Background: an optimization exercise with open tools, aiming at small area, a short achievable clock period and few clock cycles per item. Do not read the settings as production practice. At most, simulation tests tie the RTL to the original design; equivalence was not proved. The RTL of runs 1 to 3 was laid out without a check of its function.

File: flow/design.v
module mac16(m, x, kn, y);
    input [15:0] m;
    input [15:0] x;
    input [15:0] kn;
    output [15:0] y;
    wire p1 = ~(m[0] & x[0]);
    wire p2 = ~(m[0] & x[1]);
    wire p3 = ~(m[0] & x[2]);
    wire p4 = ~(m[0] & x[3]);
    wire p5 = ~(m[0] & x[4]);
    wire p6 = ~(m[0] & x[5]);
    wire p7 = ~(m[0] & x[6]);
    wire p8 = ~(m[0] & x[7]);
    wire p9 = ~(m[0] & x[8]);
    wire p10 = ~(m[0] & x[9]);
    wire p11 = ~(m[0] & x[10]);
    wire p12 = ~(m[0] & x[11]);
    wire p13 = ~(m[0] & x[12]);
    wire p14 = ~(m[0] & x[13]);
    wire p15 = ~(m[0] & x[14]);
    wire p16 = ~(m[0] & x[15]);
    wire p17 = ~(m[1] & x[0]);
    wire p18 = ~(m[1] & x[1]);
    wire p19 = ~(m[1] & x[2]);
    wire p20 = ~(m[1] & x[3]);
    wire p21 = ~(m[1] & x[4]);
    wire p22 = ~(m[1] & x[5]);
    wire p23 = ~(m[1] & x[6]);
    wire p24 = ~(m[1] & x[7]);
    wire p25 = ~(m[1] & x[8]);
    wire p26 = ~(m[1] & x[9]);
    wire p27 = ~(m[1] & x[10]);
    wire p28 = ~(m[1] & x[11]);
    wire p29 = ~(m[1] & x[12]);
    wire p30 = ~(m[1] & x[13]);
    wire p31 = ~(m[1] & x[14]);
    wire p32 = ~(m[2] & x[0]);
    wire p33 = ~(m[2] & x[1]);
    wire p34 = ~(m[2] & x[2]);
    wire p35 = ~(m[2] & x[3]);
    wire p36 = ~(m[2] & x[4]);
    wire p37 = ~(m[2] & x[5]);
    wire p38 = ~(m[2] & x[6]);
    wire p39 = ~(m[2] & x[7]);
    wire p40 = ~(m[2] & x[8]);
    wire p41 = ~(m[2] & x[9]);
    wire p42 = ~(m[2] & x[10]);
    wire p43 = ~(m[2] & x[11]);
    wire p44 = ~(m[2] & x[12]);
    wire p45 = ~(m[2] & x[13]);
    wire p46 = ~(m[3] & x[0]);
    wire p47 = ~(m[3] & x[1]);
    wire p48 = ~(m[3] & x[2]);
    wire p49 = ~(m[3] & x[3]);
    wire p50 = ~(m[3] & x[4]);
    wire p51 = ~(m[3] & x[5]);
    wire p52 = ~(m[3] & x[6]);
    wire p53 = ~(m[3] & x[7]);
    wire p54 = ~(m[3] & x[8]);
    wire p55 = ~(m[3] & x[9]);
    wire p56 = ~(m[3] & x[10]);
    wire p57 = ~(m[3] & x[11]);
    wire p58 = ~(m[3] & x[12]);
    wire p59 = ~(m[4] & x[0]);
    wire p60 = ~(m[4] & x[1]);
    wire p61 = ~(m[4] & x[2]);
    wire p62 = ~(m[4] & x[3]);
    wire p63 = ~(m[4] & x[4]);
    wire p64 = ~(m[4] & x[5]);
    wire p65 = ~(m[4] & x[6]);
    wire p66 = ~(m[4] & x[7]);
    wire p67 = ~(m[4] & x[8]);
    wire p68 = ~(m[4] & x[9]);
    wire p69 = ~(m[4] & x[10]);
    wire p70 = ~(m[4] & x[11]);
    wire p71 = ~(m[5] & x[0]);
    wire p72 = ~(m[5] & x[1]);
    wire p73 = ~(m[5] & x[2]);
    wire p74 = ~(m[5] & x[3]);
    wire p75 = ~(m[5] & x[4]);
    wire p76 = ~(m[5] & x[5]);
    wire p77 = ~(m[5] & x[6]);
    wire p78 = ~(m[5] & x[7]);
    wire p79 = ~(m[5] & x[8]);
    wire p80 = ~(m[5] & x[9]);
    wire p81 = ~(m[5] & x[10]);
    wire p82 = ~(m[6] & x[0]);
    wire p83 = ~(m[6] & x[1]);
    wire p84 = ~(m[6] & x[2]);
    wire p85 = ~(m[6] & x[3]);
    wire p86 = ~(m[6] & x[4]);
    wire p87 = ~(m[6] & x[5]);
    wire p88 = ~(m[6] & x[6]);
    wire p89 = ~(m[6] & x[7]);
    wire p90 = ~(m[6] & x[8]);
    wire p91 = ~(m[6] & x[9]);
    wire p92 = ~(m[7] & x[0]);
    wire p93 = ~(m[7] & x[1]);
    wire p94 = ~(m[7] & x[2]);
    wire p95 = ~(m[7] & x[3]);
    wire p96 = ~(m[7] & x[4]);
    wire p97 = ~(m[7] & x[5]);
    wire p98 = ~(m[7] & x[6]);
    wire p99 = ~(m[7] & x[7]);
    wire p100 = ~(m[7] & x[8]);
    wire p101 = ~(m[8] & x[0]);
    wire p102 = ~(m[8] & x[1]);
    wire p103 = ~(m[8] & x[2]);
    wire p104 = ~(m[8] & x[3]);
    wire p105 = ~(m[8] & x[4]);
    wire p106 = ~(m[8] & x[5]);
    wire p107 = ~(m[8] & x[6]);
    wire p108 = ~(m[8] & x[7]);
    wire p109 = ~(m[9] & x[0]);
    wire p110 = ~(m[9] & x[1]);
    wire p111 = ~(m[9] & x[2]);
    wire p112 = ~(m[9] & x[3]);
    wire p113 = ~(m[9] & x[4]);
    wire p114 = ~(m[9] & x[5]);
    wire p115 = ~(m[9] & x[6]);
    wire p116 = ~(m[10] & x[0]);
    wire p117 = ~(m[10] & x[1]);
    wire p118 = ~(m[10] & x[2]);
    wire p119 = ~(m[10] & x[3]);
    wire p120 = ~(m[10] & x[4]);
    wire p121 = ~(m[10] & x[5]);
    wire p122 = ~(m[11] & x[0]);
    wire p123 = ~(m[11] & x[1]);
    wire p124 = ~(m[11] & x[2]);
    wire p125 = ~(m[11] & x[3]);
    wire p126 = ~(m[11] & x[4]);
    wire p127 = ~(m[12] & x[0]);
    wire p128 = ~(m[12] & x[1]);
    wire p129 = ~(m[12] & x[2]);
    wire p130 = ~(m[12] & x[3]);
    wire p131 = ~(m[13] & x[0]);
    wire p132 = ~(m[13] & x[1]);
    wire p133 = ~(m[13] & x[2]);
    wire p134 = ~(m[14] & x[0]);
    wire p135 = ~(m[14] & x[1]);
    wire p136 = ~(m[15] & x[0]);
    wire s137, c138;
    han_cell h138(kn[1], p17, s137, c138);
    wire s139, c140;
    fa_cell f140(kn[2], p18, p3, s139, c140);
    wire s141, c142;
    han_cell h142(p32, c138, s141, c142);
    wire s143, c144;
    fa_cell f144(kn[3], p19, p33, s143, c144);
    wire s145, c146;
    fa_cell f146(p4, p46, c140, s145, c146);
    wire s147, c148;
    han_cell h148(s143, c142, s147, c148);
    wire s149, c150;
    fa_cell f150(kn[4], p20, p34, s149, c150);
    wire s151, c152;
    fa_cell f152(p47, p5, p59, s151, c152);
    wire s153, c154;
    fa_cell f154(c144, s149, s151, s153, c154);
    wire s155, c156;
    han_cell h156(c146, c148, s155, c156);
    wire s157, c158;
    fa_cell f158(kn[5], p21, p35, s157, c158);
    wire s159, c160;
    fa_cell f160(p48, p6, p60, s159, c160);
    wire s161, c162;
    fa_cell f162(p71, c150, c152, s161, c162);
    wire s163, c164;
    fa_cell f164(s157, s159, c154, s163, c164);
    wire s165, c166;
    han_cell h166(s161, c156, s165, c166);
    wire s167, c168;
    fa_cell f168(kn[6], p22, p36, s167, c168);
    wire s169, c170;
    fa_cell f170(p49, p61, p7, s169, c170);
    wire s171, c172;
    fa_cell f172(p72, p82, c158, s171, c172);
    wire s173, c174;
    fa_cell f174(c160, s167, s169, s173, c174);
    wire s175, c176;
    fa_cell f176(c162, s171, s173, s175, c176);
    wire s177, c178;
    han_cell h178(c164, c166, s177, c178);
    wire s179, c180;
    fa_cell f180(kn[7], p23, p37, s179, c180);
    wire s181, c182;
    fa_cell f182(p50, p62, p73, s181, c182);
    wire s183, c184;
    fa_cell f184(p8, p83, p92, s183, c184);
    wire s185, c186;
    fa_cell f186(c168, c170, s179, s185, c186);
    wire s187, c188;
    fa_cell f188(s181, s183, c172, s187, c188);
    wire s189, c190;
    fa_cell f190(c174, s185, s187, s189, c190);
    wire s191, c192;
    han_cell h192(c176, c178, s191, c192);
    wire s193, c194;
    fa_cell f194(kn[8], p101, p24, s193, c194);
    wire s195, c196;
    fa_cell f196(p38, p51, p63, s195, c196);
    wire s197, c198;
    fa_cell f198(p74, p84, p9, s197, c198);
    wire s199, c200;
    fa_cell f200(p93, c180, c182, s199, c200);
    wire s201, c202;
    fa_cell f202(c184, s193, s195, s201, c202);
    wire s203, c204;
    fa_cell f204(s197, c186, s199, s203, c204);
    wire s205, c206;
    fa_cell f206(s201, c188, s203, s205, c206);
    wire s207, c208;
    han_cell h208(c190, s205, s207, c208);
    wire s209, c210;
    fa_cell f210(kn[9], p10, p102, s209, c210);
    wire s211, c212;
    fa_cell f212(p109, p25, p39, s211, c212);
    wire s213, c214;
    fa_cell f214(p52, p64, p75, s213, c214);
    wire s215, c216;
    fa_cell f216(p85, p94, c194, s215, c216);
    wire s217, c218;
    fa_cell f218(c196, c198, s209, s217, c218);
    wire s219, c220;
    fa_cell f220(s211, s213, c200, s219, c220);
    wire s221, c222;
    fa_cell f222(c202, s215, s217, s221, c222);
    wire s223, c224;
    fa_cell f224(c204, s219, s221, s223, c224);
    wire s225, c226;
    han_cell h226(c206, s223, s225, c226);
    wire s227, c228;
    fa_cell f228(kn[10], p103, p11, s227, c228);
    wire s229, c230;
    fa_cell f230(p110, p116, p26, s229, c230);
    wire s231, c232;
    fa_cell f232(p40, p53, p65, s231, c232);
    wire s233, c234;
    fa_cell f234(p76, p86, p95, s233, c234);
    wire s235, c236;
    fa_cell f236(c210, c212, c214, s235, c236);
    wire s237, c238;
    fa_cell f238(s227, s229, s231, s237, c238);
    wire s239, c240;
    fa_cell f240(s233, c216, c218, s239, c240);
    wire s241, c242;
    fa_cell f242(s235, s237, c220, s241, c242);
    wire s243, c244;
    fa_cell f244(c222, s239, s241, s243, c244);
    wire s245, c246;
    han_cell h246(c224, s243, s245, c246);
    wire s247, c248;
    fa_cell f248(kn[11], p104, p111, s247, c248);
    wire s249, c250;
    fa_cell f250(p117, p12, p122, s249, c250);
    wire s251, c252;
    fa_cell f252(p27, p41, p54, s251, c252);
    wire s253, c254;
    fa_cell f254(p66, p77, p87, s253, c254);
    wire s255, c256;
    fa_cell f256(p96, c228, c230, s255, c256);
    wire s257, c258;
    fa_cell f258(c232, c234, s247, s257, c258);
    wire s259, c260;
    fa_cell f260(s249, s251, s253, s259, c260);
    wire s261, c262;
    fa_cell f262(c236, c238, s255, s261, c262);
    wire s263, c264;
    fa_cell f264(s257, s259, c240, s263, c264);
    wire s265, c266;
    fa_cell f266(s261, c242, s263, s265, c266);
    wire s267, c268;
    han_cell h268(c244, s265, s267, c268);
    wire s269, c270;
    fa_cell f270(kn[12], p105, p112, s269, c270);
    wire s271, c272;
    fa_cell f272(p118, p123, p127, s271, c272);
    wire s273, c274;
    fa_cell f274(p13, p28, p42, s273, c274);
    wire s275, c276;
    fa_cell f276(p55, p67, p78, s275, c276);
    wire s277, c278;
    fa_cell f278(p88, p97, c248, s277, c278);
    wire s279, c280;
    fa_cell f280(c250, c252, c254, s279, c280);
    wire s281, c282;
    fa_cell f282(s269, s271, s273, s281, c282);
    wire s283, c284;
    fa_cell f284(s275, c256, c258, s283, c284);
    wire s285, c286;
    fa_cell f286(c260, s277, s279, s285, c286);
    wire s287, c288;
    fa_cell f288(s281, c262, s283, s287, c288);
    wire s289, c290;
    fa_cell f290(s285, c264, s287, s289, c290);
    wire s291, c292;
    han_cell h292(c266, s289, s291, c292);
    wire s293, c294;
    fa_cell f294(kn[13], p106, p113, s293, c294);
    wire s295, c296;
    fa_cell f296(p119, p124, p128, s295, c296);
    wire s297, c298;
    fa_cell f298(p131, p14, p29, s297, c298);
    wire s299, c300;
    fa_cell f300(p43, p56, p68, s299, c300);
    wire s301, c302;
    fa_cell f302(p79, p89, p98, s301, c302);
    wire s303, c304;
    fa_cell f304(c270, c272, c274, s303, c304);
    wire s305, c306;
    fa_cell f306(c276, s293, s295, s305, c306);
    wire s307, c308;
    fa_cell f308(s297, s299, s301, s307, c308);
    wire s309, c310;
    fa_cell f310(c278, c280, c282, s309, c310);
    wire s311, c312;
    fa_cell f312(s303, s305, s307, s311, c312);
    wire s313, c314;
    fa_cell f314(c284, c286, s309, s313, c314);
    wire s315, c316;
    fa_cell f316(s311, c288, s313, s315, c316);
    wire s317, c318;
    han_cell h318(c290, s315, s317, c318);
    wire s319, c320;
    fa_cell f320(kn[14], p107, p114, s319, c320);
    wire s321, c322;
    fa_cell f322(p120, p125, p129, s321, c322);
    wire s323, c324;
    fa_cell f324(p132, p134, p15, s323, c324);
    wire s325, c326;
    fa_cell f326(p30, p44, p57, s325, c326);
    wire s327, c328;
    fa_cell f328(p69, p80, p90, s327, c328);
    wire s329, c330;
    fa_cell f330(p99, c294, c296, s329, c330);
    wire s331, c332;
    fa_cell f332(c298, c300, c302, s331, c332);
    wire s333, c334;
    fa_cell f334(s319, s321, s323, s333, c334);
    wire s335, c336;
    fa_cell f336(s325, s327, c304, s335, c336);
    wire s337, c338;
    fa_cell f338(c306, c308, s329, s337, c338);
    wire s339, c340;
    fa_cell f340(s331, s333, c310, s339, c340);
    wire s341, c342;
    fa_cell f342(s335, c312, s337, s341, c342);
    wire s343, c344;
    fa_cell f344(c314, s339, s341, s343, c344);
    wire s345, c346;
    han_cell h346(c316, s343, s345, c346);
    wire s347, c348;
    fa_cell f348(kn[15], p100, p108, s347, c348);
    wire s349, c350;
    fa_cell f350(p115, p121, p126, s349, c350);
    wire s351, c352;
    fa_cell f352(p130, p133, p135, s351, c352);
    wire s353, c354;
    fa_cell f354(p136, p16, p31, s353, c354);
    wire s355, c356;
    fa_cell f356(p45, p58, p70, s355, c356);
    wire s357, c358;
    fa_cell f358(p81, p91, c320, s357, c358);
    wire s359, c360;
    fa_cell f360(c322, c324, c326, s359, c360);
    wire s361, c362;
    fa_cell f362(c328, s347, s349, s361, c362);
    wire s363, c364;
    fa_cell f364(s351, s353, s355, s363, c364);
    wire s365, c366;
    fa_cell f366(c330, c332, c334, s365, c366);
    wire s367, c368;
    fa_cell f368(s357, s359, s361, s367, c368);
    wire s369, c370;
    fa_cell f370(s363, c336, c338, s369, c370);
    wire s371, c372;
    fa_cell f372(s365, s367, c340, s371, c372);
    wire s373, c374;
    fa_cell f374(c342, s369, s371, s373, c374);
    wire s375, c376;
    han_cell h376(c344, c346, s375, c376);
    wire [15:0] r0n = {s373, c318, c292, c268, c246, c226, c208, c192, s189, s175, s163, s153, s147, s139, p2, kn[0]};
    wire [15:0] r1n = {s375, s345, s317, s291, s267, s245, s225, s207, s191, s177, s165, s155, s145, s141, s137, p1};
    wire [15:0] r0 = ~r0n;
    wire [15:0] r1 = ~r1n;
    wire [15:0] g0 = r0 & r1;
    wire [15:0] p0 = r0 ^ r1;
    wire g377 = g0[1] | (p0[1] & g0[0]);
    wire q378 = p0[1] & p0[0];
    wire g379 = g0[3] | (p0[3] & g0[2]);
    wire q380 = p0[3] & p0[2];
    wire g381 = g0[5] | (p0[5] & g0[4]);
    wire q382 = p0[5] & p0[4];
    wire g383 = g0[7] | (p0[7] & g0[6]);
    wire q384 = p0[7] & p0[6];
    wire g385 = g0[9] | (p0[9] & g0[8]);
    wire q386 = p0[9] & p0[8];
    wire g387 = g0[11] | (p0[11] & g0[10]);
    wire q388 = p0[11] & p0[10];
    wire g389 = g0[13] | (p0[13] & g0[12]);
    wire q390 = p0[13] & p0[12];
    wire g391 = g0[15] | (p0[15] & g0[14]);
    wire q392 = p0[15] & p0[14];
    wire g393 = g0[2] | (p0[2] & g377);
    wire q394 = p0[2] & q378;
    wire g395 = g379 | (q380 & g377);
    wire q396 = q380 & q378;
    wire g397 = g0[6] | (p0[6] & g381);
    wire q398 = p0[6] & q382;
    wire g399 = g383 | (q384 & g381);
    wire q400 = q384 & q382;
    wire g401 = g0[10] | (p0[10] & g385);
    wire q402 = p0[10] & q386;
    wire g403 = g387 | (q388 & g385);
    wire q404 = q388 & q386;
    wire g405 = g0[14] | (p0[14] & g389);
    wire q406 = p0[14] & q390;
    wire g407 = g391 | (q392 & g389);
    wire q408 = q392 & q390;
    wire g409 = g0[4] | (p0[4] & g395);
    wire q410 = p0[4] & q396;
    wire g411 = g381 | (q382 & g395);
    wire q412 = q382 & q396;
    wire g413 = g397 | (q398 & g395);
    wire q414 = q398 & q396;
    wire g415 = g399 | (q400 & g395);
    wire q416 = q400 & q396;
    wire g417 = g0[12] | (p0[12] & g403);
    wire q418 = p0[12] & q404;
    wire g419 = g389 | (q390 & g403);
    wire q420 = q390 & q404;
    wire g421 = g405 | (q406 & g403);
    wire q422 = q406 & q404;
    wire g423 = g407 | (q408 & g403);
    wire q424 = q408 & q404;
    wire g425 = g0[8] | (p0[8] & g415);
    wire q426 = p0[8] & q416;
    wire g427 = g385 | (q386 & g415);
    wire q428 = q386 & q416;
    wire g429 = g401 | (q402 & g415);
    wire q430 = q402 & q416;
    wire g431 = g403 | (q404 & g415);
    wire q432 = q404 & q416;
    wire g433 = g417 | (q418 & g415);
    wire q434 = q418 & q416;
    wire g435 = g419 | (q420 & g415);
    wire q436 = q420 & q416;
    wire g437 = g421 | (q422 & g415);
    wire q438 = q422 & q416;
    wire g439 = g423 | (q424 & g415);
    wire q440 = q424 & q416;
    assign y[0] = p0[0];
    assign y[1] = p0[1] ^ g0[0];
    assign y[2] = p0[2] ^ g377;
    assign y[3] = p0[3] ^ g393;
    assign y[4] = p0[4] ^ g395;
    assign y[5] = p0[5] ^ g409;
    assign y[6] = p0[6] ^ g411;
    assign y[7] = p0[7] ^ g413;
    assign y[8] = p0[8] ^ g415;
    assign y[9] = p0[9] ^ g425;
    assign y[10] = p0[10] ^ g427;
    assign y[11] = p0[11] ^ g429;
    assign y[12] = p0[12] ^ g431;
    assign y[13] = p0[13] ^ g433;
    assign y[14] = p0[14] ^ g435;
    assign y[15] = p0[15] ^ g437;
endmodule
module fa_cell(a, b, c, s, co);
    input a, b, c;
    output s, co;
    assign s = a ^ b ^ c;
    assign co = (a & b) | (a & c) | (b & c);
endmodule
module ha_cell(a, b, s, co);
    input a, b;
    output s, co;
    assign s = a ^ b;
    assign co = a & b;
endmodule
module han_cell(a, b, s, co);
    input a, b;
    output s, co;
    assign s = ~(a ^ b);
    assign co = a | b;
endmodule
module polinomio(clk, inicio, reset, a, b, c, x, saida, pronto, livre);
    input clk;
    input inicio;
    input reset;
    input [15:0] a;
    input [15:0] b;
    input [15:0] c;
    input [15:0] x;
    output [15:0] saida;
    output pronto;
    output livre;
    reg [15:0] acc;
    reg livre_r;    
    reg pronto_r;
    wire [15:0] m = livre_r ? a : acc;
    wire [15:0] kn = livre_r ? ~b : ~c;    
    wire [15:0] y;
    mac16 u0(m, x, kn, y);
    always @(posedge clk) begin
        acc <= y;
        if (reset) begin
            livre_r <= 1'b1;
            pronto_r <= 1'b0;
        end else begin
            livre_r <= ~(livre_r & inicio);
            pronto_r <= ~livre_r;
        end
    end
    assign saida = acc;
    assign pronto = pronto_r;
    assign livre = livre_r;
endmodule
File: flow/flow/run.sh
#!/bin/bash
# Standard ORFS layout, except that the port buffers are sky130_fd_sc_hd__buf_1.
set -o pipefail
cp standard.sh standard.sh.txt
export BUFFER_PORTS_ARGS="-buffer_cell sky130_fd_sc_hd__buf_1"
bash standard.sh > standard.log 2>&1
File: flow/standard.sh
#!/bin/bash
# synth_recipe.tcl (not shown) runs the flow's synth.tcl, then flattens the netlist and writes it again
# the make line also repeats each setting of config.mk as NAME=value (left out here)
make -C /OpenROAD-flow-scripts/flow DESIGN_CONFIG=/design/flow/config.mk WORK_HOME=/design/flow/orfs CLKGATE_MAP_FILE= SYNTH_SCRIPT=/design/flow/synth_recipe.tcl "${@:-finish}"
File: flow/config.mk
export PLATFORM = sky130hd
export DESIGN_NAME = polinomio
export DESIGN_NICKNAME = polinomio
export VERILOG_FILES = /design/flow/design.v
export SDC_FILE = /design/flow/constraint.sdc
export NUM_CORES = 4
export LEC_CHECK = 0
export CAP_MARGIN = 20
export CORE_MARGIN = 2
export CORE_UTILIZATION = 40
export SLEW_MARGIN = 20
export SYNTH_HIERARCHICAL = 1
File: flow/constraint.sdc
create_clock -name core_clock -period 9.0 [get_ports {clk}]
set_input_delay 1.8000 -clock core_clock [delete_from_list [all_inputs] [get_ports {clk}]]
set_output_delay 1.8000 -clock core_clock [all_outputs]
set_load 0.01 [all_outputs]
==> run notes, run 1 <==
status=no timing/DRC/antenna violations; GRT Total Usage=20.6%; Gates resized, CTS repair=0; setup violators final=0; Nets=760; core area=0.0113 mm²; routed len/inst=17.4 µm; pin count of the biggest net entering global routing=22; Clock transition at path regs=0.06 ns; clock sink total=18; reg2reg start=livre_r; post-route cell area=0.00508 mm²; worst hold path type=flip-flop to flip-flop; initial antenna violation count=0; die width=111 µm; clk latency of the worst-skew pair=0.25 ns; post-DR vias/cell=4.99; Inst Count DP=693; effective utilization at floorplan=40.7%; DR pass1 iterations=4; peak fanout along the critical path=13; Max-slew headroom=45.0%; Netlist Area Pre-Place=0.00461 mm²; first-pass GRT wire length=20200 µm; # DRC=0; crit path launch type=input pin; pre-CTS setup slack=2.27 ns; final setup margin=2.37 ns; reg2reg path depth=18; clock tree root driver cell=clkbuf_16; non-filler cells, final=697; R2R Path End=acc[12]; die area=0.0124 mm²; Worst Skew=0.00342 ns; crit path capture type=flip-flop; total vias in the final route=3481; 1st-iter DRT viols=151; Max Cap Viol=0; post-synthesis cell count=487; Clock Path Buffers=2; IO buf count=84; CP arrival=6.76 ns; CP startpoint=x[3]; I/O Pins=85; Fin Setup TNS=0 ns; Post-CTS Hold Buffers=0; Tcrit/Tclk final=73.7%; post-CTS setup buffers=0; FMAX=151 MHz; layout cells sized above 1=4.33%; TritonCTS clock tree=done; Hold WS=0.636 ns; grt ovf=0; htree depth=1; post-route ant nets=0; post-synthesis net count=692; Num CTS Buffers=3; minimum clock period=6.63 ns; hpwl dp=9690 µm; WL final=12100 µm; Synth Area per Inst=9.46 µm²; RSZ-0062 raised after global routing=no; Hold Vio Cnt, Final=0; vias in the first global route=3941; final core utilization=44.9%; YS warnings=7; Row Count=39; Worst Path Required=9.13 ns; Post-DP Area=0.00499 mm²; area of the multi-input gates=0.00378 mm²; crit path capture=acc[12]; Antenna Cells=0; worst-margin pin slew=0.826 ns; placer congestion estimate=0.869; area occupied by registers=362 µm²; max-slew violations=0; Area Overhead vs Synth=10.2%; Setup CP Type=input pin to flip-flop; # fillers=1131; Die H=111 µm
## worst max-delay path, stage by stage
cell and delay, ns:
buf_1 0.59, nand2_1 0.16, fa_1 0.46, fa_1 0.41
fa_1 0.42, fa_1 0.46, fa_1 0.53, inv_1 0.05
ha_1 0.26, inv_1 0.05, inv_1 0.04, ha_1 0.34
and3_1 0.22, a221o_1 0.29, a31o_1 0.24, a211oi_1 0.31
a211oi_1 0.10
## area by class of cell
class                      instances  area share (%)
sequential                        18            7.12
tap                              143            3.52
multi-input combinational        355            74.5
timing repair buffer              85            6.36
inverter                          92            6.80
clock buffer                       4            1.75
## worst min path at each step
stage | slack, ns | cells past startpoint | to | startpoint
global placement | 0.61 | 1 | livre_r | livre_r
detailed placement | 0.63 | 1 | pronto_r | livre_r
CTS | 0.64 | 1 | pronto_r | livre_r
global route | 0.68 | 1 | pronto_r | livre_r
floorplan | 0.76 | 3 | livre_r | livre_r
finish | 0.64 | 1 | pronto_r | livre_r
## flip-flops by register name, summed over array words and instances (netlist names)
name and count:
acc 16, livre_r 1, pronto_r 1
## metal layers
layer  track usage, %  vias up  part of all wire [%]
met2             34.0      149                    47
met5                0        -                     0
met3             1.80       21                   6.5
met1             30.0     1746                    45
met4             4.53        0                   1.7
li1                 -     1565                     -
## layout by cell type (no fill, tap or decap), drive strengths merged, types with 4 or more instances in the layout
master	instances
mux2i	16
xnor2	6
a21o	5
dfxtp	18
inv	92
buf	85
nand2b	4
ha	29
mux2	16
fa	109
nand2	138
xor2	4
nor2	5
a21oi	4
clkbuf	4
==> run 2, diff against run 1 <==
--- a/flow/config.mk
+++ b/flow/config.mk
@@ -10,2 +10,3 @@
 export CORE_UTILIZATION = 40
+export SETUP_SLACK_MARGIN = 3.3
 export SLEW_MARGIN = 20
==> run 2 against run 1 <==
  * Still clean on timing, DRC and antenna
  * Core utilization rose by 4.3 points
  * Synthesized cell count is the same
  * Register-to-register slack better by 0.82 ns
  * Cell area grew 9.5%
  * First-iteration DRC count is 46% higher
  * Critical path depth is 1 higher
  * Worst setup slack better by 0.69 ns
  * Non-clock buffer count is 25 higher
  * Global-route usage is 0.49 points higher
==> run notes, run 2 <==
status=no timing/DRC/antenna violations (unchanged); Setup CP Type=input pin to flip-flop (unchanged); post-route ant nets=0 (unchanged); leading cell type in the layout, fill and taps excluded=nand2_1 (unchanged); clock sink total=18 (unchanged); Inst Count DP=692 (was 693); crit path capture type=flip-flop (unchanged); non-filler cells, final=723 (was 697); placer congestion estimate=0.882 (was 0.869); delay-heaviest family, CP=adder cells (unchanged); Largest register FFs=16 (unchanged); max-slew violations=0 (unchanged); IO buf count=84 (unchanged); WP depth=18 (was 17); CP arrival=6.07 ns (was 6.76 ns); post-synthesis net count=692 (unchanged); Clock transition at path regs=0.05 ns (was 0.06 ns); Max-slew headroom=56.7% (was 45.0%); registers with the most flip-flops=acc (16), livre_r (1), pronto_r (1) (unchanged); Num CTS Buffers=3 (unchanged); TritonCTS clock tree=done (unchanged); initial antenna violation count=0 (unchanged); core area=0.0113 mm² (unchanged); Area Overhead vs Synth=20.7% (was 10.2%); Row Count=39 (unchanged); die width=111 µm (unchanged); worst-margin pin slew=0.649 ns (was 0.826 ns); CP max stage cell=fa_2 (was buf_1); 1st-iter DRT viols=220 (was 151); post-DR vias/cell=4.98 (was 4.99); CP startpoint=a[8] (was x[3]); Worst Skew=0.000986 ns (was 0.00342 ns); worst hold path type=flip-flop to flip-flop (unchanged); setup violators final=0 (unchanged); Die H=111 µm (unchanged); Worst Path Required=9.13 ns (about the same); htree depth=1 (unchanged); first-pass GRT wire length=20500 µm (was 20200 µm); R2R Path End=acc[15] (was acc[12]); Tcrit/Tclk final=66.0% (was 73.7%); Post-CTS Hold Buffers=0 (unchanged); GRT Total Usage=21.1% (was 20.6%); Largest Register=acc (unchanged); reg2reg path depth=17 (was 18); Netlist Area Pre-Place=0.00461 mm² (unchanged); pin count of the biggest net entering global routing=37 (was 22); most frequent cells in the layout=nand2_1 (129), inv_1 (87), fa_1 (87), buf_1 (73) (was nand2_1 (138), fa_1 (109), inv_1 (92), buf_1 (84), ha_1 (29)); layout cells sized above 1=18.6% (was 4.33%); RSZ-0062 raised after global routing=yes (was no); routed len/inst=17.7 µm (was 17.4 µm); I/O Pins=85 (unchanged); post-synthesis cell count=487 (unchanged); Clock Path Buffers=2 (unchanged); # DRC=0 (unchanged); Buffers & Inverters on Critical Path=5 (was 4); clk latency of the worst-skew pair=0.25 ns (about the same); peak fanout along the critical path=6 (was 13); worst path cell trace=buf_1 -> mux2_4 -> buf_4 -> nand2_1 -> fa_2 -> fa_2 -> fa_1 -> fa_1 -> inv_1 -> ha_1 -> inv_1 -> inv_2 -> ha_4 -> and3_4 -> a221o_1 -> a31o_4 -> a221oi_2 -> xnor2_1 (was buf_1 -> nand2_1 -> fa_1 -> fa_1 -> fa_1 -> fa_1 -> fa_1 -> inv_1 -> ha_1 -> inv_1 -> inv_1 -> ha_1 -> and3_1 -> a221o_1 -> a31o_1 -> a211oi_1 -> a211oi_1); Synth Area per Inst=9.46 µm² (unchanged); grt ovf=0 (unchanged); YS warnings=7 (unchanged); vias in the first global route=3938 (was 3941); Antenna Cells=0 (unchanged); Fin Setup TNS=0 ns (unchanged); crit path capture=acc[15] (was acc[12]); Hold Vio Cnt, Final=0 (unchanged); hpwl dp=9890 µm (was 9690 µm); effective utilization at floorplan=40.7% (unchanged); clock tree root driver cell=clkbuf_16 (unchanged); DR pass1 iterations=4 (unchanged); die area=0.0124 mm² (unchanged); Max Cap Viol=0 (unchanged); FMAX=168 MHz (was 151 MHz); total vias in the final route=3604 (was 3481); crit path launch type=input pin (unchanged); slowest stage delay, CP=0.58 ns (was 0.59 ns); reg2reg start=livre_r (unchanged); WL final=12800 µm (was 12100 µm); minimum clock period=5.94 ns (was 6.63 ns); Nets=786 (was 760)
==> run 2: worst reg2reg max path: cells and delay by family (launching register included) <==
family | cells | cell delay (ns)
AND/OR/NAND/NOR | 2 | 0.25
buffers and inverters | 4 | 0.32
adder cells (fa/ha/maj) | 6 | 2.43
AO/OA/AOI/OAI | 3 | 0.79
XOR/XNOR | 1 | 0.09
multiplexers | 1 | 0.43
flip-flops | 1 | 0.77
==> run 2: worst min-delay path by stage <==
stage	slack [ns]	startpoint	to	cells after the start
2_1_floorplan	0.76	livre_r	livre_r	3
3_5_place_dp	0.92	livre_r	pronto_r	1
3_3_place_gp	0.89	livre_r	pronto_r	1
4_1_cts	0.93	livre_r	pronto_r	1
5_1_grt	0.78	livre_r	livre_r	1
6_report	0.73	livre_r	pronto_r	1
==> run 2: final cells by class <==
type	count	area, µm²
repair buffers	110	579
well taps	143	179
flip-flops and latches	18	364
clock buffers	4	88.8
fillers	1069	5760
multi-input cells	356	4010
inverters	92	345
==> run 2: repair_timing <==
action	4_1_cts	5_1_grt
gates cloned	1	0
pin swaps	6	13
setup endpoints to repair	6	6
setup buffers	20	6
resized for setup	25	21
==> run 2: routing by layer <==
layer / track usage, % / routed length [µm] / part of all wire [%]
met1: 29.3 / 5360 / 42
met2: 34.3 / 5960 / 47
met3: 4.08 / 1170 / 9.2
met5: 0 / 0 / 0
met4: 5.60 / 275 / 2.2
==> run 2: per-stage QoR <==
stage	hold WS [ns]	instance area (µm²)	worst slack, ns	util [%]
2_1_floorplan	0.762	4790	3.08	-
3_3_place_gp	0.892	5100	2.59	45.0
3_5_place_dp	0.923	5100	2.49	45.0
4_1_cts	0.930	5420	3.10	47.9
5_1_grt	0.780	5560	3.00	49.1
6_report	0.734	5560	3.06	49.1
==> run 3, diff against run 2 <==
--- a/flow/config.mk
+++ b/flow/config.mk
@@ -10,3 +10,3 @@
 export CORE_UTILIZATION = 40
-export SETUP_SLACK_MARGIN = 3.3
+export SETUP_SLACK_MARGIN = 2.8
 export SLEW_MARGIN = 20
==> run 3 against run 2 <==
  * Die area unchanged
  * Critical path depth unchanged
  * Synthesized area unchanged
  * Highest routed layer unchanged
==> run notes, run 3 <==
layout cells sized above 1=10.3% (was 18.6%); Post-CTS Hold Buffers=0 (unchanged); die width=111 µm (unchanged); Post-DP Area=0.00499 mm² (was 0.00510 mm²); FMAX=165 MHz (was 168 MHz); most frequent cells in the layout=nand2_1 (138), fa_1 (106), inv_1 (92), buf_1 (75), ha_1 (25) (was nand2_1 (129), inv_1 (87), fa_1 (87), buf_1 (73)); Row Count=39 (unchanged); hpwl dp=9820 µm (was 9890 µm); Max Cap Viol=0 (unchanged); Largest Register=acc (unchanged); Clock transition at path regs=0.05 ns (about the same); clock tree root driver cell=clkbuf_16 (unchanged); initial antenna violation count=0 (unchanged); Hold Vio Cnt, Final=0 (unchanged); Nets=778 (was 786); post-synthesis net count=692 (unchanged); clock sink total=18 (unchanged); leading cell type in the layout, fill and taps excluded=nand2_1 (unchanged); worst-margin pin slew=0.504 ns (was 0.649 ns); Fin Setup TNS=0 ns (unchanged); DR pass1 iterations=4 (unchanged); pre-CTS setup slack=2.30 ns (was 2.49 ns); core area=0.0113 mm² (unchanged); grt ovf=0 (unchanged); area occupied by registers=362 µm² (was 364 µm²); setup violators final=0 (unchanged); crit path capture type=flip-flop (unchanged); placer congestion estimate=0.841 (was 0.882); total vias in the final route=3469 (was 3604); area of the multi-input gates=0.00385 mm² (was 0.00401 mm²); vias in the first global route=3973 (was 3938); Inst Count DP=693 (was 692); CP arrival=6.19 ns (was 6.07 ns); final setup margin=2.94 ns (was 3.06 ns); Die H=111 µm (unchanged); clk latency of the worst-skew pair=0.25 ns (about the same); YS warnings=7 (unchanged); post-route cell area=0.00533 mm² (was 0.00556 mm²); routed len/inst=17.4 µm (was 17.7 µm); htree depth=1 (unchanged); # DRC=0 (unchanged); non-filler cells, final=715 (was 723); crit path launch type=input pin (unchanged); Clock Path Buffers=2 (unchanged); worst hold path type=flip-flop to flip-flop (unchanged); # fillers=1085 (was 1069); Max-slew headroom=66.4% (was 56.7%); pin count of the biggest net entering global routing=22 (was 37); CP startpoint=a[1] (was a[8]); post-route ant nets=0 (unchanged); max-slew violations=0 (unchanged); Synth Area per Inst=9.46 µm² (unchanged); I/O Pins=85 (unchanged); 1st-iter DRT viols=152 (was 220); effective utilization at floorplan=40.7% (unchanged); registers with the most flip-flops=acc (16), livre_r (1), pronto_r (1) (unchanged); peak fanout along the critical path=7 (was 6); hold_sp=livre_r (unchanged); RSZ-0062 raised after global routing=no (was yes); Num CTS Buffers=3 (unchanged); WL final=12400 µm (was 12800 µm); Tcrit/Tclk final=67.3% (was 66.0%); Setup CP Type=input pin to flip-flop (unchanged); Antenna Cells=0 (unchanged); IO buf count=84 (unchanged); post-synthesis cell count=487 (unchanged); Worst Path Required=9.13 ns (about the same); reg2reg start=livre_r (unchanged); GRT Total Usage=21.4% (was 21.1%); post-DR vias/cell=4.85 (was 4.98); Area Overhead vs Synth=15.7% (was 20.7%); TritonCTS clock tree=done (unchanged); status=no timing/DRC/antenna violations (unchanged); die area=0.0124 mm² (unchanged); Largest register FFs=16 (unchanged); first-pass GRT wire length=20800 µm (was 20500 µm); minimum clock period=6.06 ns (was 5.94 ns); Netlist Area Pre-Place=0.00461 mm² (unchanged); Worst Skew=0.00258 ns (was 0.000986 ns)
==> run 3: stage by stage <==
step           hold WS [ns]  util (%)
3_5_place_dp          0.653      44.1
2_1_floorplan         0.756         -
5_1_grt               0.698      47.1
4_1_cts               0.664      46.1
3_3_place_gp          0.651      44.1
6_report              0.654      47.1
==> run 3: worst paths after layout <==
path	cells after the start	end
worst max-delay path	18	acc[15]
worst min register to register	1	pronto_r
worst max register to register	18	acc[15]
worst min-delay path	1	pronto_r
==> run 3: repair_timing <==
item,4_1_cts,5_1_grt
resized for setup,9,15
buffers inserted,15,3
endpoints found under the setup margin,5,5
pin swaps,0,3
==> run 3: cell type report <==
type | count | area share, %
Timing Repair Buffer | 103 | 9.45
Clock buffer | 4 | 1.67
Sequential cell | 18 | 6.78
Multi-Input combinational cell | 355 | 72.3
Inverter | 92 | 6.47
Tap cell | 143 | 3.35
==> run 3: worst max-delay path: stages <==
cell and delay, ns:
buf_1 0.07, mux2_4 0.28, buf_4 0.17, nand2_1 0.09
fa_1 0.46, fa_2 0.57, fa_1 0.43, fa_1 0.53
inv_1 0.06, ha_1 0.26, inv_1 0.05, inv_1 0.05
ha_4 0.23, and3_1 0.19, a221o_1 0.29, a31o_1 0.25
a221oi_2 0.27, xnor2_1 0.11
==> run 3: layer usage <==
metal  vias up  global-route usage [%]  wire, µm
met5         -                       0         0
met1      1715                    31.2      5650
met2       136                    33.2      5620
met4         0                    4.03       172
met3        15                    4.90       972
li1       1603                       -         -
==> run 4, diff against run 3 <==
--- a/flow/design.v
+++ b/flow/design.v
@@ -142,3 +142,4 @@
     wire s137, c138;
-    han_cell h138(kn[1], p17, s137, c138);
+    xnor_cell h138(kn[1], p17, s137);
+    or_cell o138(kn[1], p17, c138);
     wire s139, c140;
@@ -146,3 +147,4 @@
     wire s141, c142;
-    han_cell h142(p32, c138, s141, c142);
+    xnor_cell h142(p32, c138, s141);
+    or_cell o142(p32, c138, c142);
     wire s143, c144;
@@ -152,3 +154,4 @@
     wire s147, c148;
-    han_cell h148(s143, c142, s147, c148);
+    xnor_cell h148(s143, c142, s147);
+    or_cell o148(s143, c142, c148);
     wire s149, c150;
@@ -160,3 +163,4 @@
     wire s155, c156;
-    han_cell h156(c146, c148, s155, c156);
+    xnor_cell h156(c146, c148, s155);
+    or_cell o156(c146, c148, c156);
     wire s157, c158;
@@ -170,3 +174,4 @@
     wire s165, c166;
-    han_cell h166(s161, c156, s165, c166);
+    xnor_cell h166(s161, c156, s165);
+    or_cell o166(s161, c156, c166);
     wire s167, c168;
@@ -182,3 +187,4 @@
     wire s177, c178;
-    han_cell h178(c164, c166, s177, c178);
+    xnor_cell h178(c164, c166, s177);
+    or_cell o178(c164, c166, c178);
     wire s179, c180;
@@ -196,3 +202,4 @@
     wire s191, c192;
-    han_cell h192(c176, c178, s191, c192);
+    xnor_cell h192(c176, c178, s191);
+    or_cell o192(c176, c178, c192);
     wire s193, c194;
@@ -212,3 +219,4 @@
     wire s207, c208;
-    han_cell h208(c190, s205, s207, c208);
+    xnor_cell h208(c190, s205, s207);
+    or_cell o208(c190, s205, c208);
     wire s209, c210;
@@ -230,3 +238,4 @@
     wire s225, c226;
-    han_cell h226(c206, s223, s225, c226);
+    xnor_cell h226(c206, s223, s225);
+    or_cell o226(c206, s223, c226);
     wire s227, c228;
@@ -250,3 +259,4 @@
     wire s245, c246;
-    han_cell h246(c224, s243, s245, c246);
+    xnor_cell h246(c224, s243, s245);
+    or_cell o246(c224, s243, c246);
     wire s247, c248;
@@ -272,3 +282,4 @@
     wire s267, c268;
-    han_cell h268(c244, s265, s267, c268);
+    xnor_cell h268(c244, s265, s267);
+    or_cell o268(c244, s265, c268);
     wire s269, c270;
@@ -296,3 +307,4 @@
     wire s291, c292;
-    han_cell h292(c266, s289, s291, c292);
+    xnor_cell h292(c266, s289, s291);
+    or_cell o292(c266, s289, c292);
     wire s293, c294;
@@ -322,3 +334,4 @@
     wire s317, c318;
-    han_cell h318(c290, s315, s317, c318);
+    xnor_cell h318(c290, s315, s317);
+    or_cell o318(c290, s315, c318);
     wire s319, c320;
@@ -350,3 +363,4 @@
     wire s345, c346;
-    han_cell h346(c316, s343, s345, c346);
+    xnor_cell h346(c316, s343, s345);
+    or_cell o346(c316, s343, c346);
     wire s347, c348;
@@ -380,3 +394,3 @@
     wire s375, c376;
-    han_cell h376(c344, c346, s375, c376);
+    xnor_cell h376(c344, c346, s375);
     wire [15:0] r0n = {s373, c318, c292, c268, c246, c226, c208, c192, s189, s175, s163, s153, s147, s139, p2, kn[0]};
@@ -385,4 +399,35 @@
     wire [15:0] r1 = ~r1n;
-    wire [15:0] g0 = r0 & r1;
-    wire [15:0] p0 = r0 ^ r1;
+    wire [15:0] g0, p0;
+    nor_cell gn0(r0n[0], r1n[0], g0[0]);
+    xor_cell pn0(r0n[0], r1n[0], p0[0]);
+    nor_cell gn1(r0n[1], r1n[1], g0[1]);
+    xor_cell pn1(r0n[1], r1n[1], p0[1]);
+    nor_cell gn2(r0n[2], r1n[2], g0[2]);
+    xor_cell pn2(r0n[2], r1n[2], p0[2]);
+    nor_cell gn3(r0n[3], r1n[3], g0[3]);
+    xor_cell pn3(r0n[3], r1n[3], p0[3]);
+    nor_cell gn4(r0n[4], r1n[4], g0[4]);
+    xor_cell pn4(r0n[4], r1n[4], p0[4]);
+    nor_cell gn5(r0n[5], r1n[5], g0[5]);
+    xor_cell pn5(r0n[5], r1n[5], p0[5]);
+    nor_cell gn6(r0n[6], r1n[6], g0[6]);
+    xor_cell pn6(r0n[6], r1n[6], p0[6]);
+    nor_cell gn7(r0n[7], r1n[7], g0[7]);
+    xor_cell pn7(r0n[7], r1n[7], p0[7]);
+    nor_cell gn8(r0n[8], r1n[8], g0[8]);
+    xor_cell pn8(r0n[8], r1n[8], p0[8]);
+    nor_cell gn9(r0n[9], r1n[9], g0[9]);
+    xor_cell pn9(r0n[9], r1n[9], p0[9]);
+    nor_cell gn10(r0n[10], r1n[10], g0[10]);
+    xor_cell pn10(r0n[10], r1n[10], p0[10]);
+    nor_cell gn11(r0n[11], r1n[11], g0[11]);
+    xor_cell pn11(r0n[11], r1n[11], p0[11]);
+    nor_cell gn12(r0n[12], r1n[12], g0[12]);
+    xor_cell pn12(r0n[12], r1n[12], p0[12]);
+    nor_cell gn13(r0n[13], r1n[13], g0[13]);
+    xor_cell pn13(r0n[13], r1n[13], p0[13]);
+    nor_cell gn14(r0n[14], r1n[14], g0[14]);
+    xor_cell pn14(r0n[14], r1n[14], p0[14]);
+    nor_cell gn15(r0n[15], r1n[15], g0[15]);
+    xor_cell pn15(r0n[15], r1n[15], p0[15]);
     wire g377 = g0[1] | (p0[1] & g0[0]);
@@ -480,8 +525,22 @@
 endmodule
-module han_cell(a, b, s, co);
+module xnor_cell(a, b, s);
     input a, b;
-    output s, co;
+    output s;
     assign s = ~(a ^ b);
+endmodule
+module or_cell(a, b, co);
+    input a, b;
+    output co;
     assign co = a | b;
 endmodule
+module nor_cell(a, b, y);
+    input a, b;
+    output y;
+    assign y = ~(a | b);
+endmodule
+module xor_cell(a, b, y);
+    input a, b;
+    output y;
+    assign y = a ^ b;
+endmodule
 module polinomio(clk, inicio, reset, a, b, c, x, saida, pronto, livre);
--- a/flow/config.mk
+++ b/flow/config.mk
@@ -10,3 +10,3 @@
 export CORE_UTILIZATION = 40
-export SETUP_SLACK_MARGIN = 2.8
+export SETUP_SLACK_MARGIN = 0
 export SLEW_MARGIN = 20
==> run 4 against run 3 <==
  * Register-to-register slack better by 0.08 ns
  * Critical endpoint unchanged
  * Cell count down 12%
  * Core utilization down 1.9 points
  * Sequential cell count unchanged
  * First-iteration DRC count down 32%
  * Sequential share of layout area up 0.89 points
==> run notes, run 4 <==
status=no timing/DRC/antenna violations (unchanged); 1st-iter DRT viols=103 (was 152); clk latency of the worst-skew pair=0.26 ns (was 0.25 ns); CP startpoint=x[0] (was a[1]); reg2reg path depth=15 (was 18); FF+latch count, synth=18; post-route ant nets=0 (unchanged); top_reg_cell synth=dfxtp_1; Post-CTS Hold Buffers=0 (unchanged); worst path cell trace=buf_1 -> nand2_1 -> fa_1 -> fa_1 -> fa_1 -> fa_1 -> fa_1 -> xnor2_1 -> xor2_1 -> and4_2 -> a221oi_2 -> o21ai_2 -> a221oi_2 -> xnor2_1 (was buf_1 -> mux2_4 -> buf_4 -> nand2_1 -> fa_1 -> fa_2 -> fa_1 -> fa_1 -> inv_1 -> ha_1 -> inv_1 -> inv_1 -> ha_4 -> and3_1 -> a221o_1 -> a31o_1 -> a221oi_2 -> xnor2_1); top cells by count, synth=nand2_1 (140), fa_1 (105), nor2_1 (23), xnor2_1 (23), clkbuf_1 (20); peak fanout along the critical path=16 (was 7); IO buf count=84 (unchanged); Antenna Cells=0 (unchanged); max-slew violations=0 (unchanged); cell mode on critical path=fa_1; post-synthesis cell count=432 (was 487); Max Cap Viol=0 (unchanged); total vias in the final route=3276 (was 3469); placer congestion estimate=0.912 (was 0.841); registers with the most flip-flops=acc (16), livre_r (1), pronto_r (1) (unchanged); cell with the most instances after synthesis=nand2_1; Tcrit/Tclk final=68.8% (was 67.3%); Clock transition at path regs=0.08 ns (was 0.05 ns); routed len/inst=18.0 µm (was 17.4 µm); delay-heaviest family, CP=adder cells (unchanged); Yosys cell types=34; post-route cell area=0.00471 mm² (was 0.00533 mm²); WP depth=14 (was 18); post-CTS setup buffers=0 (was 15); Hold Path Depth=1 (unchanged); Setup CP Type=input pin to flip-flop (unchanged); final core utilization=45.3% (was 47.1%); layout cells sized above 1=6.06% (was 10.3%); Buffers & Inverters on Critical Path=1 (was 5); worst-margin pin slew=0.857 ns (was 0.504 ns); crit path capture=acc[15] (unchanged); core area=0.0104 mm² (was 0.0113 mm²); slowest stage delay, CP=0.63 ns (was 0.57 ns); htree depth=1 (unchanged); Hold Vio Cnt, Final=0 (unchanged); Largest register FFs=16 (unchanged); first-pass GRT wire length=18600 µm (was 20800 µm); I/O Pins=85 (unchanged); # DRC=0 (unchanged); worst hold path type=flip-flop to flip-flop (unchanged); Die H=108 µm (was 111 µm); Nets=673 (was 778); largest area contributor in the netlist=fa_1; Synth Area per Inst=9.99 µm² (was 9.46 µm²); initial antenna violation count=0 (unchanged); Async SR Flop Fraction=0%; CP arrival=6.39 ns (was 6.19 ns); Synth area leaders=fa_1 (49%), nand2_1 (12%), dfxtp_1 (8.4%); Row Count=37 (was 39); crit path launch type=input pin (unchanged); WL final=11400 µm (was 12400 µm); FMAX=161 MHz (was 165 MHz); YS warnings=7 (unchanged); Gates resized, CTS repair=0 (was 9); share of Yosys cell area claimed by the top area cell type=48.7%; CP max stage cell=buf_1 (was fa_2); Clock Path Buffers=2 (unchanged); Worst Skew=0.00267 ns (was 0.00258 ns); Hold WS=0.634 ns (was 0.654 ns); Area Overhead vs Synth=9.25% (was 15.7%); EDFF count, synth=0; effective utilization at floorplan=41.4% (was 40.7%); die width=108 µm (was 111 µm); Fin Setup TNS=0 ns (unchanged); Netlist Area Pre-Place=0.00432 mm² (was 0.00461 mm²); minimum clock period=6.19 ns (was 6.06 ns); hpwl dp=9260 µm (was 9820 µm); GRT Total Usage=21.1% (was 21.4%); clock sink total=18 (unchanged); post-DR vias/cell=5.19 (was 4.85); DR pass1 iterations=5 (was 4); RSZ-0062 raised after global routing=no (unchanged); grt ovf=0 (unchanged); reg2reg start=livre_r (unchanged); Max-slew headroom=42.9% (was 66.4%); Seq/Total Area, Yosys=8.35%; Num CTS Buffers=3 (unchanged); leading cell type in the layout, fill and taps excluded=nand2_1 (unchanged); most frequent cells in the layout=nand2_1 (140), fa_1 (105), buf_1 (84), nor2_1 (23), xnor2_1 (23) (was nand2_1 (138), fa_1 (106), inv_1 (92), buf_1 (75), ha_1 (25)); vias in the first global route=3617 (was 3973); # fillers=1040 (was 1085); pin count of the biggest net entering global routing=23 (was 22); TritonCTS clock tree=done (unchanged); post-synthesis net count=608 (was 692); die area=0.0116 mm² (was 0.0124 mm²); Post-DP Area=0.00467 mm² (was 0.00499 mm²); R2R Path End=acc[15] (unchanged); clock tree root driver cell=clkbuf_8 (was clkbuf_16); Largest Register=acc (unchanged); Worst Path Required=9.19 ns (was 9.13 ns); crit path capture type=flip-flop (unchanged); setup violators final=0 (unchanged)
[run 4: cell type report]
type / instances / area [µm²] / area share [%]
multi-input cells: 389 / 3820 / 81.0
repair buffers: 85 / 323 / 6.85
well taps: 136 / 170 / 3.61
flip-flops and latches: 18 / 362 / 7.67
clock buffers: 3 / 41.3 / 0.876
[run 4: through the flow]
stage / std cells / worst slack, ns
finish: 631 / 2.81
global route: 631 / 2.59
CTS: 631 / 2.85
detailed placement: 628 / 2.58
global placement: 628 / 2.78
floorplan: 432 / 2.89
[run 4: worst min-delay path by stage]
stage	start	endpoint	slack, ns
CTS	livre_r	livre_r	0.65
finish	livre_r	livre_r	0.63
detailed placement	livre_r	livre_r	0.63
floorplan	livre_r	livre_r	0.76
global route	livre_r	livre_r	0.66
global placement	livre_r	pronto_r	0.62
[run 4: metal layers]
| layer | part of all wire (%) | track usage (%) | vias to the layer above |
|---|---|---|---|
| met5 | 0 | 0 | - |
| met4 | 0.91 | 3.11 | 0 |
| met3 | 6.2 | 2.54 | 10 |
| met2 | 49 | 35.9 | 157 |
| met1 | 43 | 29.5 | 1647 |
| li1 | - | - | 1462 |
[run 4: modules after synthesis, one instance, submodules excluded]
module,cell area (µm²),cells,copies in the design
mac16,987,211,1
polinomio,811,56,1
fa_cell,20.0,1,105
xnor_cell,8.76,1,15
xor_cell,8.76,1,16
or_cell,6.26,1,14
nor_cell,3.75,1,15
[run 4: cell families after synthesis]
logic type                 Yosys count  synth area share [%]
AOI/OAI and AO/OA                   19                  3.54
xor gates and xnor gates            41                  8.32
adders and majority gates          109                  49.9
buffers and inverters               25                  3.16
DFF                                 18                  8.35
muxes                               32                  8.93
and+or+nand+nor                    188                  17.8
Testbench counts of run 4, summed over its fixed seeds: cycles 6,400, items 3,200.
==> run 5, diff against run 4 <==
--- a/flow/config.mk
+++ b/flow/config.mk
@@ -10,3 +10,3 @@
 export CORE_UTILIZATION = 40
-export SETUP_SLACK_MARGIN = 0
+export SETUP_SLACK_MARGIN = 3.5
 export SLEW_MARGIN = 20
==> run 5 against run 4 <==
  * Synthesized area unchanged
  * Via count is 2.7% higher
  * Maximum frequency increased by 9.5%
  * Register-to-register slack improved by 0.61 ns
  * Synthesized cell count is the same
  * First-iteration DRC count is 50% higher
  * Worst setup slack better by 0.54 ns
  * Core utilization up 3.8 points
  * Global-route usage rose by 0.48 points
  * Wire length increased by 2.0%
==> run notes, run 5 <==
status=no timing/DRC/antenna violations (unchanged); Largest Register=acc (unchanged); Max-slew headroom=56.5% (was 42.9%); crit path capture type=flip-flop (unchanged); Worst Skew=0.00555 ns (was 0.00267 ns); largest area contributor in the netlist=fa_1 (unchanged); routed len/inst=17.8 µm (was 18.0 µm); crit path launch type=input pin (unchanged); share of Yosys cell area claimed by the top area cell type=48.7% (unchanged); hpwl dp=8860 µm (was 9260 µm); WL final=11600 µm (was 11400 µm); GRT Total Usage=21.5% (was 21.1%); final core utilization=49.1% (was 45.3%); pin count of the biggest net entering global routing=37 (was 23); Largest register FFs=16 (unchanged); minimum clock period=5.66 ns (was 6.19 ns); Yosys cell types=34 (unchanged); Synth Area per Inst=9.99 µm² (unchanged); CP arrival=5.86 ns (was 6.39 ns); non-filler cells, final=651 (was 631); CP max stage cell=fa_1 (was buf_1); Netlist Area Pre-Place=0.00432 mm² (unchanged); slowest stage delay, CP=0.52 ns (was 0.63 ns); Die H=108 µm (unchanged); cell with the most instances after synthesis=nand2_1 (unchanged); post-route ant nets=0 (unchanged); 1st-iter DRT viols=155 (was 103); layout cells sized above 1=17.9% (was 6.06%); Antenna Cells=0 (unchanged); RSZ-0062 raised after global routing=yes (was no); reg2reg start=livre_r (unchanged); clk latency of the worst-skew pair=0.27 ns (was 0.26 ns); post-synthesis cell count=432 (unchanged); Clock Path Buffers=2 (unchanged); Nets=692 (was 673); effective utilization at floorplan=41.4% (unchanged); most frequent cells in the layout=nand2_1 (135), fa_1 (95), buf_1 (72), nor2_1 (23), xnor2_1 (19) (was nand2_1 (140), fa_1 (105), buf_1 (84), nor2_1 (23), xnor2_1 (23)); registers with the most flip-flops=acc (16), livre_r (1), pronto_r (1) (unchanged); Num CTS Buffers=3 (unchanged); DR pass1 iterations=4 (was 5); htree depth=1 (unchanged); Seq/Total Area, Yosys=8.35% (unchanged); placer congestion estimate=0.854 (was 0.912); Worst Path Required=9.20 ns (was 9.19 ns); total vias in the final route=3365 (was 3276); core area=0.0104 mm² (unchanged); top_reg_cell synth=dfxtp_1 (unchanged); IO buf count=84 (unchanged); YS warnings=7 (unchanged); Synth area leaders=fa_1 (49%), nand2_1 (12%), dfxtp_1 (8.4%) (unchanged); EDFF count, synth=0 (unchanged); die area=0.0116 mm² (unchanged); Post-CTS Hold Buffers=0 (unchanged); # DRC=0 (unchanged); hold_sp=livre_r (unchanged); peak fanout along the critical path=6 (was 16); post-synthesis net count=608 (unchanged); max-slew violations=0 (unchanged); R2R Path End=acc[14] (was acc[15]); Max Cap Viol=0 (unchanged); top cells by count, synth=nand2_1 (140), fa_1 (105), nor2_1 (23), xnor2_1 (23), clkbuf_1 (20) (unchanged); worst hold path type=flip-flop to flip-flop (unchanged); reg2reg path depth=15 (unchanged); Hold Vio Cnt, Final=0 (unchanged); Clock transition at path regs=0.08 ns (about the same); Setup CP Type=input pin to flip-flop (unchanged); first-pass GRT wire length=18700 µm (was 18600 µm); initial antenna violation count=0 (unchanged); Fin Setup TNS=0 ns (unchanged); clock sink total=18 (unchanged); Row Count=37 (unchanged); grt ovf=0 (unchanged); I/O Pins=85 (unchanged); post-route cell area=0.00511 mm² (was 0.00471 mm²); cell mode on critical path=fa_1 (unchanged); vias in the first global route=3648 (was 3617); worst path cell trace=buf_6 -> mux2_4 -> buf_12 -> nand2_4 -> fa_1 -> fa_1 -> fa_1 -> fa_1 -> xnor2_2 -> xor2_4 -> buf_4 -> and4_4 -> a221oi_4 -> o21ai_4 -> o31ai_2 -> xnor2_1 (was buf_1 -> nand2_1 -> fa_1 -> fa_1 -> fa_1 -> fa_1 -> fa_1 -> xnor2_1 -> xor2_1 -> and4_2 -> a221oi_2 -> o21ai_2 -> a221oi_2 -> xnor2_1); Async SR Flop Fraction=0% (unchanged); leading cell type in the layout, fill and taps excluded=nand2_1 (unchanged); setup violators final=0 (unchanged); die width=108 µm (unchanged); clock tree root driver cell=clkbuf_8 (unchanged); worst-margin pin slew=0.653 ns (was 0.857 ns); FF+latch count, synth=18 (unchanged); TritonCTS clock tree=done (unchanged); Post-DP Area=0.00471 mm² (was 0.00467 mm²); Hold EP=pronto_r (was livre_r); Area Overhead vs Synth=18.5% (was 9.25%); Tcrit/Tclk final=62.8% (was 68.8%); Inst Count DP=627 (was 628); post-DR vias/cell=5.17 (was 5.19); Hold Path Depth=1 (unchanged); FMAX=177 MHz (was 161 MHz)
## run 5: cell counts after synthesis
No cell type changed its count.
## run 5: through the flow
stage	hold slack (ns)	setup WS (ns)
global route	0.795	3.19
finish	0.737	3.34
global placement	0.867	2.80
detailed placement	0.903	2.61
CTS	0.904	3.38
floorplan	0.758	3.17
## run 5: worst max-delay path: cells and delay by family
family	cells	cell delay, ns
compound gates	3	0.65
xor+xnor	3	0.57
fa+ha+maj	4	1.89
buf+inv	3	0.40
mux	1	0.30
simple gates	2	0.23
## run 5: layer usage
layer  GRT usage [%]  routed length [µm]  up-vias
met1            28.9                4910     1694
met3            3.15                 835       16
met4            4.58                 113        0
met2            37.1                5750      160
li1                -                   -     1495
met5               0                   0        -
## run 5: kinds of logic (layout without fill, tap and decap cells)
| kind of cell | count (synthesis) | after routing | share of synthesized area, % |
|---|---|---|---|
| XOR/XNOR | 41 | 41 | 8.32 |
| flip-flops | 18 | 18 | 8.35 |
| AO/OA/AOI/OAI | 19 | 19 | 3.54 |
| buffers and inverters | 25 | 107 | 3.16 |
| multiplexers | 32 | 33 | 8.93 |
| AND/OR/NAND/NOR | 188 | 188 | 17.8 |
| adder cells (fa/ha/maj) | 109 | 109 | 49.9 |
## run 5: area by class of cell
cell class | instances | area, µm²
fillers | 969 | 5300
multi-input cells | 390 | 4010
repair buffers | 103 | 517
flip-flops and latches | 18 | 364
well taps | 136 | 170
clock buffers | 4 | 55.1
## run 5: how the worst max path moves through the flow
stage / start / endpoint / slack, ns / cells past startpoint
finish: a[1] / acc[14] / 3.34 / 16
global route: a[1] / acc[15] / 3.19 / 16
CTS: a[1] / acc[15] / 3.38 / 16
detailed placement: x[0] / acc[14] / 2.61 / 14
global placement: x[0] / acc[14] / 2.80 / 14
floorplan: a[0] / acc[14] / 3.17 / 16
## run 5: what timing repair did
action | 4_1_cts | 5_1_grt
setup endpoints to repair | 5 | 5
buffers inserted | 16 | 3
resized for setup | 38 | 13
pin swaps | 17 | 4
cloned | 1 | 0
## run 5: modules after synthesis (local to each module, per instance)
module     cell area, µm²  flops+latches
fa_cell              20.0              0
mac16                 987              0
nor_cell             3.75              0
or_cell              6.26              0
polinomio             811             18
xnor_cell            8.76              0
xor_cell             8.76              0
==> run 6, diff against run 5 <==
--- a/flow/config.mk
+++ b/flow/config.mk
@@ -9,4 +9,4 @@
 export CORE_MARGIN = 2
-export CORE_UTILIZATION = 40
-export SETUP_SLACK_MARGIN = 3.5
+export CORE_UTILIZATION = 60
+export SETUP_SLACK_MARGIN = 2.8
 export SLEW_MARGIN = 20
==> run 6 against run 5 <==
  * Global-route usage up 9.5 points
  * Count of clock-buffer cells in the layout down 1
  * Highest routed layer unchanged
  * Wire length down 5.7%
  * Die area down 32%
  * Largest cell class unchanged
  * Sequential share of layout area up 0.63 points
  * Critical path depth down 1
  * Core utilization up 19 points
  * Critical endpoint is now acc[13]
  * Non-clock buffer count down 19
  * Still clean
  * Via count down 0.42%
  * Clock skew down 0.0013 ns
==> run notes, run 6 <==
worst-margin pin slew=1.09 ns (was 0.653 ns); slowest stage delay, CP=0.51 ns (was 0.52 ns); total vias in the final route=3351 (was 3365); YS warnings=7 (unchanged); Tcrit/Tclk final=66.6% (was 62.8%); Largest Register=acc (unchanged); CP arrival=6.15 ns (was 5.86 ns); Max Cap Viol=0 (unchanged); Worst Path Required=9.15 ns (was 9.20 ns); R2R Path End=acc[13] (was acc[14]); worst hold path type=flip-flop to flip-flop (unchanged); IO buf count=84 (unchanged); placer congestion estimate=0.843 (was 0.854); Largest register FFs=16 (unchanged); routed len/inst=18.6 µm (was 17.8 µm); crit path launch type=input pin (unchanged); Num CTS Buffers=3 (unchanged); Netlist Area Pre-Place=0.00432 mm² (unchanged); post-route ant nets=0 (unchanged); status=no timing/DRC/antenna violations (unchanged); minimum clock period=6.00 ns (was 5.66 ns); crit path capture type=flip-flop (unchanged); DR pass1 iterations=5 (was 4); worst path cell trace=buf_1 -> mux2_2 -> nand2_1 -> fa_1 -> fa_1 -> fa_1 -> fa_1 -> fa_1 -> xnor2_1 -> xor2_1 -> and4_2 -> a221oi_2 -> o21ai_2 -> a21oi_1 -> xnor2_1 (was buf_6 -> mux2_4 -> buf_12 -> nand2_4 -> fa_1 -> fa_1 -> fa_1 -> fa_1 -> xnor2_2 -> xor2_4 -> buf_4 -> and4_4 -> a221oi_4 -> o21ai_4 -> o31ai_2 -> xnor2_1); setup violators final=0 (unchanged); met3 routed WL=667 µm (was 835 µm); leading cell type in the layout, fill and taps excluded=nand2_1 (unchanged); Fin Setup TNS=0 ns (unchanged); Clock transition at path regs=0.08 ns (about the same); post-synthesis cell count=432 (unchanged); EDFF count, synth=0 (unchanged); cell mode on critical path=fa_1 (unchanged); Row Count=30 (was 37); largest area contributor in the netlist=fa_1 (unchanged); top sig layer=met4 (unchanged); peak fanout along the critical path=15 (was 6); reg2reg start=livre_r (unchanged); post-synthesis net count=608 (unchanged); most frequent cells in the layout=nand2_1 (140), fa_1 (105), buf_1 (79), nor2_1 (23), xnor2_1 (23) (was nand2_1 (135), fa_1 (95), buf_1 (72), nor2_1 (23), xnor2_1 (19)); final core utilization=67.9% (was 49.1%); RSZ-0062 raised after global routing=no (was yes); WL final=10900 µm (was 11600 µm); first-pass GRT wire length=17900 µm (was 18700 µm); CP max stage cell=fa_1 (unchanged); Clock Path Buffers=2 (unchanged)
## run 6: cell count changes in the layout (fill, tap and decap cells not counted), sizes merged
cell | before | now
buf | 102 | 79
clkbuf | 5 | 8
mux2 | 17 | 16
## run 6: cell families after synthesis
group / share of synthesized area [%]
AOI/OAI and AO/OA: 3.54
xor gates and xnor gates: 8.32
adders and majority gates: 49.9
buffers and inverters: 3.16
DFF: 8.35
muxes: 8.93
and+or+nand+nor: 17.8
## run 6: repair_timing
action | CTS | global route
gates resized for setup | 0 | 7
hold buffers | 0 | 0
buffers inserted | 0 | 0
endpoints found under the setup margin | 0 | 3
## run 6: per-layer routing
layer | vias to the layer above | global-route usage [%]
met5 | - | 0
met1 | 1708 | 42.8
met2 | 165 | 53.6
met4 | 0 | 8.13
li1 | 1460 | -
met3 | 18 | 2.52
## run 6: cell type report
| cell class | count | area share (%) |
|---|---|---|
| flip-flops and latches | 18 | 7.75 |
| clock buffers | 3 | 0.885 |
| well taps | 96 | 2.57 |
| multi-input cells | 389 | 81.9 |
| repair buffers | 84 | 6.89 |
## run 6: how the worst min path moves through the flow
stage / from / endpoint / slack, ns / depth (start not counted)
finish: livre_r / pronto_r / 0.89 / 1
global route: livre_r / pronto_r / 0.95 / 1
CTS: livre_r / pronto_r / 0.89 / 1
detailed placement: livre_r / pronto_r / 0.88 / 1
global placement: livre_r / pronto_r / 0.85 / 1
floorplan: livre_r / livre_r / 0.76 / 3
## run 6: metrics by stage
step           hold WS (ns)  cells  setup WS, ns  instance area, µm²
3_3_place_gp          0.854    587          2.77                4620
4_1_cts               0.895    590          2.87                4660
6_report              0.890    590          3.00                4670
3_5_place_dp          0.879    587          2.63                4620
5_1_grt               0.947    590          2.81                4670
2_1_floorplan         0.756    432          2.89                4320
## run 6: Yosys stat by module (local to each module, per instance)
module	flip-flops and latches	cells	copies in the design	cell area, µm²
fa_cell	0	1	105	20.0
mac16	0	211	1	987
or_cell	0	1	14	6.26
xor_cell	0	1	16	8.76
polinomio	18	56	1	811
xnor_cell	0	1	15	8.76
nor_cell	0	1	15	3.75

==> what the ideal ports hide <==
The results above use ideal ports. As a check the final layouts listed here were re-extracted and re-timed, cells and wires unchanged.
Step 1 assumes that a clkbuf_16 drives the clock port and a buf_2 every other input.
Step 2 moves the port delays by t, midway between the first and last clock arrival at a register: inputs arrive t later, outputs are due t later. That takes back most of the time a late clock gives input paths.
a / b / c = ideal ports / drivers / drivers and shift; a / b = the first two.
run | t (ns) | setup slack, ns | latest minus earliest clock arrival (ns) | worst slew at a driven data input, ns
run 1 | 0.280 | 2.370 / 2.372 / 2.092 | 0.004 / 0.003 | 0.03
run 2 | 0.279 | 3.059 / 3.066 / 2.787 | 0.001 / 0.001 | 0.04
run 3 | 0.279 | 2.940 / 2.951 / 2.673 | 0.003 / 0.003 | 0.05
run 4 | 0.288 | 2.805 / 2.810 / 2.522 | 0.003 / 0.003 | 0.05
run 5 | 0.302 | 3.344 / 3.339 / 3.037 | 0.006 / 0.005 | 0.05
run 6 | 0.294 | 3.004 / 3.010 / 2.716 | 0.004 / 0.004 | 0.05
After both steps every run listed still meets setup and hold. The setup slack of run 5, which loses most, moves by -0.005 ns with the drivers and by -0.307 ns with both steps.
